Background: an optimization exercise with open tools, aiming at small area and a short achievable clock period. Do not read the settings as production practice.
The RTL was checked by simulation tests, not by an equivalence proof against the original design.
Power figures rest on the tool's default switching activity, not on a simulated workload.

Setup of run 1:
Design processor, start of the top module:
module processor(clk,rst,start,data_in,data_out);
input clk;
input rst;
input start;
input [7:0]data_in;
output [7:0]data_out;
reg [7:0] mem [0:255];
reg [7:0] A;
reg [15:0] row;      
reg [15:0] col;      
reg state;           
reg c1, c2;          
reg [7:0] tq [0:3];  
reg [3:0] tqs;       
wire [7:0] temp = (tq[0] & {8{tqs[0]}}) | (tq[1] & {8{tqs[1]}}) |
                  (tq[2] & {8{tqs[2]}}) | (tq[3] & {8{tqs[3]}});
wire wr = rst & ~state & ~start & (c1 | c2);
reg [7:0] rd [0:3];
integer i, q;
always @* begin
    for (q = 0; q < 4; q = q + 1) begin
        rd[q] = 8'b0;
        for (i = 0; i < 64; i = i + 1)
            rd[q] = rd[q] | (mem[q*64+i] & {8{row[q*4+i/16] & col[i%16]}});
    end
end
integer j;
always @(posedge clk) begin
    for (j = 0; j < 256; j = j + 1)
        if (wr & row[j/16] & col[j%16]) mem[j] <= data_in;
    if (rst & state) begin
        for (q = 0; q < 4; q = q + 1) begin
            tq[q] <= rd[q];
            tqs[q] <= |row[q*4 +: 4];
        end
    end
end
always @(posedge clk) begin
    if (!rst) begin
        state <= 1'b0;
        A <= 8'b0;
        row <= 16'b1;
        col <= 16'b1;
        c1 <= 1'b0;
        c2 <= 1'b0;
    end else if (!state) begin
        if (start) begin
            state <= 1'b1;
        end else begin
            col <= {col[14:0], col[15]};
            if (col[15]) row <= {row[14:0], row[15]};
            c1 <= ~c1;
            c2 <= c1;
        end
    end else begin
        col <= {col[14:0], col[15]};
  ...
For scale: ~4500 cells after synthesis, ~2100 flip-flops, ~79000 um2 of cells after synthesis.
export LEC_CHECK = 0
export ABC_CLOCK_PERIOD_IN_PS = 2000
export CAP_MARGIN = 20
export CORE_MARGIN = 2
export CORE_UTILIZATION = 40
export CTS_BUF_LIST = sky130_fd_sc_hd__clkbuf_4 sky130_fd_sc_hd__clkbuf_8
export SETUP_SLACK_MARGIN = 2.7
export SLEW_MARGIN = 20
create_clock -name core_clock -period 5.0 [get_ports {clk}]
run.sh (not shown) runs the stock make flow with config.mk's settings and CLKGATE_MAP_FILE= SYNTH_SCRIPT=/design/flow/synth_recipe.tcl, a recipe that flattens the netlist after the stock synthesis.
Run 1 completed every stage of the flow, and the final layout passed the timing, DRC and antenna checks.
Relative to run 1, the following input files were edited for run 2:
Settings: CTS_BUF_LIST: sky130_fd_sc_hd__clkbuf_4 sky130_fd_sc_hd__clkbuf_8 -> sky130_fd_sc_hd__clkbuf_16; CTS_CLUSTER_SIZE: unset -> 30; CTS_CLUSTER_DIAMETER: unset -> 60; PLACE_DENSITY: unset -> 0.75; CORE_UTILIZATION: 40 -> 65.
### Flow results
| fmax | run 2 vs run 1 | about 3% lower |. Relative to run 1, the net switching component of the power measured on run 2 has decreased by a few percent. Internal cell power in run 2 is 0.0024 W lower than in run 1. Level count of the clock H-tree in run 2 is 1 below run 1. Comparing run 2 and run 1, the lower met1 routed wirelength after detailed routing was measured on run 2.
Edits applied to the flow inputs when going from run 2 to run 3:
Settings: clearing PLACE_DENSITY, which used to be 0.75; swapping sky130_fd_sc_hd__clkbuf_16 for sky130_fd_sc_hd__clkbuf_8 sky130_fd_sc_hd__clkbuf_16 in CTS_BUF_LIST; swapping 65 for 40 in CORE_UTILIZATION; swapping 30 for 20 in CTS_CLUSTER_SIZE; swapping 60 for 50 in CTS_CLUSTER_DIAMETER.
--- outcome ---
Relative to run 2, run 3 degrades first-pass GRT wire length. Via count of the first global-routing pass | run 3 below run 2. After detailed routing, run 2 needs less wire than run 3. When run 3 is measured against run 2, its final critical path time including I/O delays and setup turns out 0.11 ns lower. Post-route worst setup slack: higher on run 3. Run 3 — routability congestion estimate about 5% lower, run 2 as reference. Initial detailed-routing violation count came out lower on run 3 than on run 2.

========
Setup of v27:
processor, a different RTL version from the one above (not shown whole).
Size: roughly 4,200 cells after synthesis, ~2,200 flip-flops, about 19 I/O pins, roughly 0.079 mm2 of cells after synthesis.
==> flow/config.mk <==
export PLATFORM = sky130hd
export DESIGN_NAME = processor
export DESIGN_NICKNAME = processor
export VERILOG_FILES = /design/flow/design.v
export SDC_FILE = /design/flow/constraint.sdc
export NUM_CORES = 4
export LEC_CHECK = 0
export ABC_CLOCK_PERIOD_IN_PS = 2000
export CAP_MARGIN = 20
export CORE_MARGIN = 2
export CORE_UTILIZATION = 40
export CTS_BUF_LIST = sky130_fd_sc_hd__clkbuf_16
export CTS_CLUSTER_DIAMETER = 100
export CTS_CLUSTER_SIZE = 24
export SETUP_SLACK_MARGIN = 2.5
export SLEW_MARGIN = 20
==> flow/constraint.sdc <==
create_clock -name core_clock -period 5.0 [get_ports {clk}]
set_input_delay 1.0000 -clock core_clock [delete_from_list [all_inputs] [get_ports {clk}]]
set_output_delay 1.0000 -clock core_clock [all_outputs]
set_load 0.01 [all_outputs]
The following lists how v40 was set up differently from v27:
- CTS_CLUSTER_DIAMETER: 100 -> 60
- CTS_CLUSTER_SIZE: 24 -> 30
- SETUP_SLACK_MARGIN: 2.5 -> 2.7
## What came out
Delta(cell area reported after detailed placement, v40 - v27) > 0
v27 ended up with col[0] as its first element of the critical path; v40 ended up with col[6].
All of v27 and v40 finish clean.
Comparing routed wire length for v27 and v40, the bigger number came from v40.
Sort v27 and v40 by sequential share of layout area, ascending, and v40 comes first.
Ratio of final minimum period to clock period, v27 and v40: larger value in v27
Between v40 and v27, the instance count after placement with tap cells included figures differ only marginally.
From v27 to v40 the numbers moved as follows: multi-input gate count has remained practically unchanged, fill cell instance count of the final layout shows a reduction of 418, clock buffer instance count of the final layout has increased, design internal power moved up.
Taking v27 as the reference point, the area overhead of the layout relative to synthesis of v40 rises by 3.5 points.
Portion of the layout cell area used by non-clock buffers was higher in the run labelled v40.
[inputs] v57 vs v40
- ABC_CLOCK_PERIOD_IN_PS now 1500, was 2000
- SETUP_SLACK_MARGIN now 3.2, was 2.7
Results
- v40 -> v57: starting density of the core delta 0, exact match
- Taking v57 over v40, the sum of met2 wire segment lengths after detailed routing ratio works out to 1.14.
- Clock network latency to the later pin of the worst-skew pair (lower): v40
- Comparing sum of routed wire segments on met1 for v40 and v57, the bigger number came from v57.
- Fraction of layout instances using a drive strength above 1 in v57 is 12 points above v40.
- v40 was smaller in final cell area than v57.
- Looking at capturing instance or port of the critical path, the data_out[7] result is from v57; the tq[7][0] one comes from v40.
- Final period demand of the worst path delta (v57 − v40): favourable
diff inputs: v57 => v28
- a change of ABC_CLOCK_PERIOD_IN_PS from 1500 to 2000
- a change of CTS_CLUSTER_SIZE from 30 to 24
- a change of SETUP_SLACK_MARGIN from 3.2 to 2.7
- a change of CTS_CLUSTER_DIAMETER from 60 to 100
Findings:
v28 vs. v57: cell internal power dissipation now sits lower; final critical-path setup slack shows a reduction of 0.067 ns; utilization moved down; filler cell count in the final layout has increased; via density per instance now smaller. Changes observed in v28 relative to v57: number of buffers created by CTS now smaller, met2 track utilization from global routing now smaller.

========
Setup of south:
processor again, from the RTL that the note above started with.
clock: 5.0 ns
lec_check: 0
abc_clock_period_in_ps: 2000
cap_margin: 20
core_margin: 2
core_utilization: 40
cts_buf_list: sky130_fd_sc_hd__clkbuf_16
cts_cluster_diameter: 60
cts_cluster_size: 30
place_density: 0.72
setup_slack_margin: 2.7
slew_margin: 20
south finished every stage and its layout cleared the timing, DRC and antenna checks.
#### Input delta (east over south)
Settings: changing SETUP_SLACK_MARGIN from 2.7 to 2.9; removing PLACE_DENSITY (formerly 0.72).
Results
Measured against each other, east and south differ in global-route usage, the lower figure coming from south.
east vs. south: instance count after placement with tap cells included was more or less identical, clock-buffer cell count went up by about 22%, worst setup slack went up by 5.9 ps, number of buffers inserted by port buffering was more or less identical, top achievable clock speed was more or less identical.
Of east and south, it is east that has the higher leakage power of the design.
east vs south, critical path startpoint: A[2]$_SDFFE_PN0P_ vs A[3]$_SDFFE_PN0P_
After detailed routing, south needs less wire than east.
Looking at number of setup buffers added after CTS, east sits 85% higher than south does.

[what the ideal ports hide]
Ports are ideal in the flow. The routed layouts listed here were re-timed in OpenROAD.
Step 1 (the two cells are an assumption about what drives the block):
set clk [get_ports {clk}]
set_driving_cell -lib_cell sky130_fd_sc_hd__clkbuf_16 $clk
set_driving_cell -lib_cell sky130_fd_sc_hd__buf_2 [delete_from_list [all_inputs] $clk]
Step 2, shift: input delay + t, output delay - t, t = (earliest + latest rising clock arrival at the registers) / 2. This alone moves slack from input paths to output paths.
Slacks: ideal / step 1 / step 2; pairs: ideal / step 1.
| run | shift t [ns] | setup WS [ns] | latest minus earliest clock arrival (ns) |
|---|---|---|---|
| run 1 | 1.101 | 2.447 / 2.365 / 1.670 | 0.097 / 0.096 |
| run 2 | 0.830 | 2.366 / 2.366 / 1.970 | 0.070 / 0.071 |
| run 3 | 0.904 | 2.472 / 2.472 / 1.825 | 0.060 / 0.060 |
| v27 | 0.818 | 2.528 / 2.471 / 1.744 | 0.043 / 0.043 |
| v40 | 0.864 | 2.676 / 2.621 / 1.924 | 0.037 / 0.036 |
| v57 | 0.879 | 2.693 / 2.608 / 2.267 | 0.060 / 0.060 |
| v28 | 0.833 | 2.627 / 2.636 / 1.804 | 0.041 / 0.041 |
| south | 0.852 | 2.632 / 2.551 / 1.954 | 0.065 / 0.066 |
| east | 0.873 | 2.638 / 2.546 / 2.038 | 0.067 / 0.067 |
After both steps every run listed still meets setup and hold. For v28, which loses most, drivers alone change the setup slack by +0.009 ns; drivers and shift together by -0.823 ns.
